This is an optimization exercise on Yosys and OpenROAD, whose aim is small area, a short achievable clock period and few clock cycles, not a production implementation.
Power is estimated from default activity; no workload was simulated.

==> inputs of amber <==
// cpu_system
module cpu_system(
    input          clk,
    input          reset,
    output         imem_read,
    output [5:0]   imem_addr,
    input  [127:0] imem_rdata,
    input          imem_busywait,
    output         dmem_read,
    output         dmem_write,
    output [5:0]   dmem_addr,
    output [31:0]  dmem_wdata,
    input  [31:0]  dmem_rdata,
    input          dmem_busywait,
    output         ret_valid,
    output [31:0]  ret_pc,
    output         ret_rf_we,
    output [2:0]   ret_rf_waddr,
    output [7:0]   ret_rf_wdata
);
    localparam OP_LOADI = 4'd0,  OP_ADD = 4'd1,  OP_SUB = 4'd2,  OP_OR  = 4'd3,
               OP_AND   = 4'd4,  OP_NOP = 4'd5,  OP_BEQ = 4'd6,  OP_BNE = 4'd7,
               OP_LSL   = 4'd8,  OP_LSR = 4'd9,  OP_ASR = 4'd10, OP_ROR = 4'd11,
               OP_LWI   = 4'd12, OP_LWD = 4'd13, OP_SWI = 4'd14, OP_SWD = 4'd15;
    function [15:0] compress(input [31:0] ins, input [7:0] pclo);
        reg [4:0]  op;
        reg [2:0]  rd, rs, rt;
        reg [7:0]  tgt;
        reg [14:0] nb;
        begin
            op  = ins[28:24];
            rd  = ins[18:16];
  ...
clock: 10.0 ns
lec_check: 0
cap_margin: 20
core_margin: 2
core_utilization: 70
cts_buf_list: sky130_fd_sc_hd__clkbuf_8
cts_cluster_diameter: 45
cts_cluster_size: 14
slew_margin: 20
standard.sh (not shown) runs the stock make flow with config.mk's settings and CLKGATE_MAP_FILE= SYNTH_SCRIPT=/design/flow/synth_recipe.tcl, a recipe that flattens the netlist after the stock synthesis.
==> flow/flow/run.sh <==
#!/bin/bash
# The standard layout (the standard.sh), with timing repair aiming below
# the clock period, and plain buffers on the ports. The whole make output goes
# to standard_flow.log here; each tool's own log is under orfs/logs/.
set -euo pipefail
bash standard.sh SETUP_SLACK_MARGIN=9 TNS_END_PERCENT=0 "BUFFER_PORTS_ARGS=-buffer_cell sky130_fd_sc_hd__buf_2" finish > standard_flow.log 2>&1
==> maple: changes against amber <==
--- a/flow/design.v
+++ b/flow/design.v
@@ -20,60 +20,51 @@
 );
     localparam OP_LOADI = 4'd0,  OP_ADD = 4'd1,  OP_SUB = 4'd2,  OP_OR  = 4'd3,
                OP_AND   = 4'd4,  OP_NOP = 4'd5,  OP_BEQ = 4'd6,  OP_BNE = 4'd7,
                OP_LSL   = 4'd8,  OP_LSR = 4'd9,  OP_ASR = 4'd10, OP_ROR = 4'd11,
                OP_LWI   = 4'd12, OP_LWD = 4'd13, OP_SWI = 4'd14, OP_SWD = 4'd15;
     function [15:0] compress(input [31:0] ins, input [7:0] pclo);
-        reg [4:0]  op;
-        reg [2:0]  rd, rs, rt;
-        reg [7:0]  tgt;
-        reg [14:0] nb;
+        reg [4:0] op;
+        reg [2:0] rd, rs, rt;
+        reg [5:0] ab;
+        reg [7:0] tgt;
         begin
             op  = ins[28:24];
             rd  = ins[18:16];
             rs  = ins[10:8];
             rt  = ins[2:0];
             tgt = pclo + 8'd1 + ins[23:16];
+            if ((rs > rt) == ins[23]) ab = {rs, rt};
+            else                      ab = {rt, rs};
             case (op)
-                5'd0:  nb = {OP_OR,  rd, 2'b00, rt, rt};
-                5'd1:  nb = {OP_LOADI, rd, ins[7:0]};
-                5'd2:  nb = {OP_ADD, rd, 2'b00, rs, rt};
-                5'd3:  nb = {OP_SUB, rd, 2'b00, rs, rt};
-                5'd4:  nb = {OP_OR,  rd, 2'b00, rs, rt};
-                5'd5:  nb = {OP_AND, rd, 2'b00, rs, rt};
-                5'd9:  nb = {OP_LSL, rd, 2'b00, rs, rt};
-                5'd10: nb = {OP_LSR, rd, 2'b00, rs, rt};
-                5'd11: nb = {OP_ASR, rd, 2'b00, rs, rt};
-                5'd12: nb = {OP_ROR, rd, 2'b00, rs, rt};
-                5'd13: nb = {OP_LWI, rd, ins[7:0]};
-                5'd14: nb = {OP_LWD, rd, 2'b00, rt, 3'd0};
-                5'd15: nb = {OP_SWI, ins[7:0], rs};
-                5'd16: nb = {OP_SWD, 5'd0, rt, rs};
-                default: nb = {OP_NOP, 11'd0};
+                5'd0:  compress = {1'b0, OP_OR,  rd, 2'b00, rt, rt};
+                5'd1:  compress = {1'b0, OP_LOADI, rd, ins[7:0]};
+                5'd2:  compress = {1'b0, OP_ADD, rd, 2'b00, rs, rt};
+                5'd3:  compress = {1'b0, OP_SUB, rd, 2'b00, rs, rt};
+                5'd4:  compress = {1'b0, OP_OR,  rd, 2'b00, rs, rt};
+                5'd5:  compress = {1'b0, OP_AND, rd, 2'b00, rs, rt};
+                5'd6:  compress = {2'b10, tgt, 6'd0};
+                5'd7:  compress = (rs == rt) ? {2'b10, tgt, 6'd0} : {2'b10, tgt, ab};
+                5'd8:  compress = (rs == rt) ? {1'b0, OP_NOP, 11'd0} : {2'b11, tgt, ab};
+                5'd9:  compress = {1'b0, OP_LSL, rd, 2'b00, rs, rt};
+                5'd10: compress = {1'b0, OP_LSR, rd, 2'b00, rs, rt};
+                5'd11: compress = {1'b0, OP_ASR, rd, 2'b00, rs, rt};
+                5'd12: compress = {1'b0, OP_ROR, rd, 2'b00, rs, rt};
+                5'd13: compress = {1'b0, OP_LWI, rd, ins[7:0]};
+                5'd14: compress = {1'b0, OP_LWD, rd, 2'b00, rt, 3'd0};
+                5'd15: compress = {1'b0, OP_SWI, ins[7:0], rs};
+                5'd16: compress = {1'b0, OP_SWD, 5'd0, rt, rs};
+                default: compress = {1'b0, OP_NOP, 11'd0};
             endcase
-            if (op == 5'd6 || op == 5'd7 || op == 5'd8)
-                compress = {1'b1, op == 5'd8, tgt, (op == 5'd6) ? rt : rs, rt};
-            else
-                compress = {1'b0, nb};
-        end
-    endfunction
-    function predict(input [31:0] ins);
-        reg [4:0] op;
-        reg       same;
-        begin
-            op   = ins[28:24];
-            same = (ins[10:8] == ins[2:0]);
-            predict = (op == 5'd6) || (op == 5'd7 && (same || ins[23])) ||
-                      (op == 5'd8 && !same && ins[23]);
         end
     endfunction
     reg  [7:0]  pcf;                  
     reg  [63:0] ic_blk [0:7];
     reg  [2:0]  ic_tag [0:7];
     reg  [7:0]  ic_valid;
-    reg  [31:0] pbit;                 
+    reg  [31:0] bflip;                
     reg         ireq;
     reg  [5:0]  iaddr;
     reg         xv, xpt, xiaddr;
     reg  [3:0]  xop;
     reg  [2:0]  xwa, xsh;
     reg  [7:0]  ximm, xpc, xa, xb;
@@ -84,13 +75,13 @@
     reg  [21:0] whi;
     reg         wdinc, wddec;
     reg  [31:0] dd [0:7];
     reg  [5:0]  dt [0:7];
     reg  [7:0]  dv, ddirty;
     reg         drd, dwr;             
-    reg  [5:0]  dma;                  
+    reg  [5:0]  maddr, dma;           
     wire [2:0]  fidx = pcf[4:2];
     wire        fhit = ic_valid[fidx] && (ic_tag[fidx] == pcf[7:5]);
     wire [63:0] fblk = ic_blk[fidx];
     reg  [15:0] C;
     always @(*) begin
         case (pcf[1:0])
@@ -99,31 +90,26 @@
             2'd2: C = fblk[47:32];
             default: C = fblk[63:48];
         endcase
     end
     wire        c_br  = C[15];
     wire [3:0]  c_op  = c_br ? {3'b011, C[14]} : C[14:11];
-    wire        c_pt  = c_br && pbit[pcf[4:0]];
+    wire        c_pt  = c_br && ((C[5:3] >= C[2:0]) ^ bflip[pcf[4:0]]);
     wire [7:0]  c_imm = c_br ? C[13:6] : ((C[14:11] == OP_SWI) ? C[10:3] : C[7:0]);
     wire        c_iaddr = !c_br && (C[14:11] == OP_LWI || C[14:11] == OP_SWI);
     wire        x_mem   = (xop[3:2] == 2'b11);
     wire        x_store = (xop[3:1] == 3'b111);
     wire        x_we    = (xop <= OP_AND) || (xop[3] && !x_store);
     wire        x_sub   = (xop == OP_SUB);
     wire [7:0]  sum   = xa + (x_sub ? ~xb : xb) + {7'd0, x_sub};
+    wire [7:0]  lsl   = xa << xsh;
+    wire [7:0]  lsr   = xa >> xsh;
+    wire [15:0] sx    = {{8{xa[7]}}, xa} >> xsh;
+    wire [7:0]  asr   = sx[7:0];
     wire [15:0] rr    = {xa, xa} >> xsh;
-    wire [7:0]  rot   = rr[7:0];
-    reg  [7:0]  keep_r;               
-    integer m;
-    always @(*)
-        for (m = 0; m < 8; m = m + 1)
-            keep_r[m] = ({1'b0, xsh} <= 4'd7 - m);
-    wire [7:0]  keep  = (xop[1:0] == 2'b00) ? ((xsh == 3'd0) ? 8'hFF : ~keep_r) :
-                        (xop[1:0] == 2'b11) ? 8'hFF : keep_r;
-    wire        fill  = (xop[1:0] == 2'b10) && xa[7];
-    wire [7:0]  shres = (rot & keep) | ({8{fill}} & ~keep);
+    wire [7:0]  ror   = rr[7:0];
     wire [7:0]  daddr = xiaddr ? ximm : xa;
     wire [7:0]  hitv;
     genvar gi;
     generate for (gi = 0; gi < 8; gi = gi + 1) begin : g_hit
         assign hitv[gi] = dv[gi] && (dt[gi] == daddr[7:2]);
     end endgenerate
@@ -159,13 +145,16 @@
     always @(*) begin
         case (xop)
             OP_LOADI: result = ximm;
             OP_ADD, OP_SUB: result = sum;
             OP_OR:    result = xa | xb;
             OP_AND:   result = xa & xb;
-            OP_LSL, OP_LSR, OP_ASR, OP_ROR: result = shres;
+            OP_LSL:   result = lsl;
+            OP_LSR:   result = lsr;
+            OP_ASR:   result = asr;
+            OP_ROR:   result = ror;
             default:  result = ldb;
         endcase
     end
     wire        eq      = (xa == xb);
     wire        x_taken = (xop == OP_BEQ && eq) || (xop == OP_BNE && !eq);
     wire        mispred = xv && (x_taken != xpt);
@@ -195,52 +184,38 @@
     always @(posedge clk) begin
         if (!xhold) begin
             xop    <= c_op;
             xpt    <= c_pt;
             xiaddr <= c_iaddr;
             xwa    <= C[10:8];
-            xsh    <= (!c_br && C[14:11] == OP_LSL) ? 3'd0 - C[2:0] : C[2:0];
+            xsh    <= C[2:0];
             ximm   <= c_imm;
             xpc    <= pcf;
             xa     <= fa;
             xb     <= fb;
         end
     end
-    wire [5:0]  nblk      = pcf[7:2] + 6'd1;
-    wire        nhit      = ic_valid[nblk[2:0]] && (ic_tag[nblk[2:0]] == nblk[5:3]);
-    wire        fseq_miss = fhit && !c_pt && (pcf[1:0] == 2'd3) && !nhit && !xhold && !mispred;
     always @(posedge clk) begin
         if (reset) begin
             ireq     <= 1'b0;
             ic_valid <= 8'd0;
         end else if (ireq) begin
             if (!imem_busywait) begin
                 ireq <= 1'b0;
                 ic_valid[iaddr[2:0]] <= 1'b1;
             end
         end else if (!fhit && !mispred) begin
             ireq  <= 1'b1;
             iaddr <= pcf[7:2];
-        end else if (fseq_miss) begin
-            ireq  <= 1'b1;
-            iaddr <= nblk;
         end
     end
-    reg         pupd, ptaken;
-    reg  [4:0]  pidx;
     always @(posedge clk) begin
-        pupd   <= mispred && !reset;
-        ptaken <= x_taken;
-        pidx   <= xpc[4:0];
-    end
-    always @(posedge clk) begin
-        if (pupd)
-            pbit[pidx] <= ptaken;
+        if (mispred)
+            bflip[xpc[4:0]] <= !bflip[xpc[4:0]];
         if (ireq && !imem_busywait)
-            pbit[{iaddr[2:0], 2'd0} +: 4] <= {predict(imem_rdata[127:96]), predict(imem_rdata[95:64]),
-                                              predict(imem_rdata[63:32]),  predict(imem_rdata[31:0])};
+            bflip[{iaddr[2:0], 2'd0} +: 4] <= 4'd0;
     end
     always @(posedge clk) begin
         if (ireq && !imem_busywait) begin
             ic_tag[iaddr[2:0]] <= iaddr[5:3];
             ic_blk[iaddr[2:0]] <= {compress(imem_rdata[127:96], {iaddr, 2'd3}),
                                    compress(imem_rdata[95:64],  {iaddr, 2'd2}),
@@ -273,22 +248,23 @@
             if (drd) begin
                 if (!dmem_busywait) drd <= 1'b0;
             end else if (dwr) begin
                 if (!dmem_busywait) begin
                     dwr <= 1'b0;
                     drd <= 1'b1;
-                    dma <= daddr[7:2];
+                    dma <= maddr;
                 end
             end else if (xhold) begin
                 if (dv[7] && ddirty[7]) begin
                     dwr <= 1'b1;
                     dma <= dt[7];
                 end else begin
                     drd <= 1'b1;
                     dma <= daddr[7:2];
                 end
+                maddr <= daddr[7:2];
             end
         end
     end
     always @(posedge clk) begin
         if (dupd) begin
             for (j = 1; j < 8; j = j + 1)
@@ -298,13 +274,13 @@
                 end
             dd[0] <= x_store ? merged : hdata;
             dt[0] <= daddr[7:2];
         end
         if (dfill) begin
             dd[7] <= dmem_rdata;
-            dt[7] <= dma;
+            dt[7] <= maddr;
         end
     end
     assign dmem_read  = drd;
     assign dmem_write = dwr;
     assign dmem_addr  = dma;
     assign dmem_wdata = dd[7];
@@ -318,23 +294,21 @@
             wdinc <= 1'b0;
             wddec <= 1'b0;
         end else begin
             wv  <= xcomplete;
             wwe <= xcomplete && x_we;
             if (xcomplete) begin
+                wwa   <= xwa;
+                wwd   <= result;
+                wpc   <= xpc;
                 whi   <= whi + {{21{wddec}}, wdinc | wddec};
                 wdinc <= d_inc;
                 wddec <= d_dec;
             end
         end
     end
-    always @(posedge clk) begin
-        wwa <= xwa;
-        wwd <= result;
-        wpc <= xpc;
-    end
     integer r;
     always @(posedge clk) begin
         if (reset) begin
             for (r = 0; r < 8; r = r + 1) rf[r] <= 8'd0;
         end else if (wwe) begin
             rf[wwa] <= wwd;
==> flow/flow/run.sh (replaced) <==
#!/bin/bash
# The standard layout (the standard.sh), with timing repair aiming below
# the clock period. The whole make output goes to standard_flow.log here; each
# tool's own log is under orfs/logs/.
set -euo pipefail
bash standard.sh SETUP_SLACK_MARGIN=6.5 finish > standard_flow.log 2>&1
- CORE_UTILIZATION: 70 -> 40
- CTS_BUF_LIST: sky130_fd_sc_hd__clkbuf_8 -> default
- CTS_CLUSTER_DIAMETER: 45 -> default
- CTS_CLUSTER_SIZE: 14 -> default
==> comparison <==
- maple finished with timing, DRC and antenna clean. amber completed with no timing, DRC or antenna violations.
- Against maple, the area after synthesis of amber is smaller by about 0.5%.
- Routed wire length: amber is lower than maple (9.6%).
- In synthesized cell count, maple and amber hardly differ.
- Against amber, the first-iteration DRC count of maple is smaller by 22%.
- Of maple and amber, amber has the higher global-route usage (gap 14 points).
- Between amber and maple, the lower total power is in amber (gap 12%, measured against maple).
- Between maple and amber, the lower clock skew is in maple (gap 0.0073 ns).
- Of maple and amber, amber has the higher worst setup slack (gap 0.29 ns).
- In amber the via count is smaller than in maple, by 0.40%.
- Of amber and maple, maple has the higher hold slack (gap 0.025 ns).
==> figures <==
metric                                                                       maple           amber
Average via count per standard cell                                           5.83            6.96
Register area                                                           0.0316 mm²      0.0313 mm²
Starting density of the core                                                 40.4%           70.7%
Non-clock buffers                                                              642             389
Critical path buffers and inverters                                              5               6
Layout-to-synthesis area ratio                                              1.266x          1.128x
P per Cell Area                                                         153 mW/mm²      152 mW/mm²
Cell area reported after detailed placement                             0.0552 mm²      0.0525 mm²
Wire length the detailed router placed on met1                             64.2 mm         48.5 mm
Outcome                                                             finished clean  finished clean
Cell Area, Synth                                                        0.0508 mm²      0.0505 mm²
Worst vdd ir                                                              0.167 mV        0.178 mV
Switching power total                                                      2240 µW         2050 µW
TritonCTS Buffers                                                              114             112
Portion of synthesized cell area occupied by the leading cell type           58.7%           57.5%
EDFF count, synth                                                              993             968
Detailed-routed wire length on met3                                        13.2 mm         14.3 mm
Synthesized instance count                                                    3617            3611
Part of the Yosys area used for sequential elements                          62.2%           61.9%
DRT Wirelength                                                              154 mm          140 mm
Slowest-stage cell, CP                                                      mux4_2        edfxtp_1
Number of global-route vias before repair                                    33125           34490
Function was not checked in any run of this note: the RTL went through the layout flow alone.

-- re-timing with driven ports --
The flow's constraints put no driver on any port. The routed layouts listed below were extracted and timed again, unchanged, in two steps. Step 1 assumes that a clkbuf_16 drives the clock port and a buf_2 every other input. Step 2, shift: input delay + t, output delay - t, t = (earliest + latest rising clock arrival at the registers) / 2. This alone moves slack from input paths to output paths. Slacks: ideal / step 1 / step 2; pairs: ideal / step 1.
run	t (ns)	setup slack, ns	hold slack, ns	worst setup path at the end
amber	0.817	6.422 / 6.422 / 5.659	0.383 / 0.383 / 0.383	input to register
maple	0.818	6.127 / 6.127 / 5.696	0.408 / 0.408 / 0.408	input to register
After both steps every run listed still meets setup and hold. For amber, which loses most, drivers alone change the setup slack by 0.000 ns; drivers and shift together by -0.763 ns.
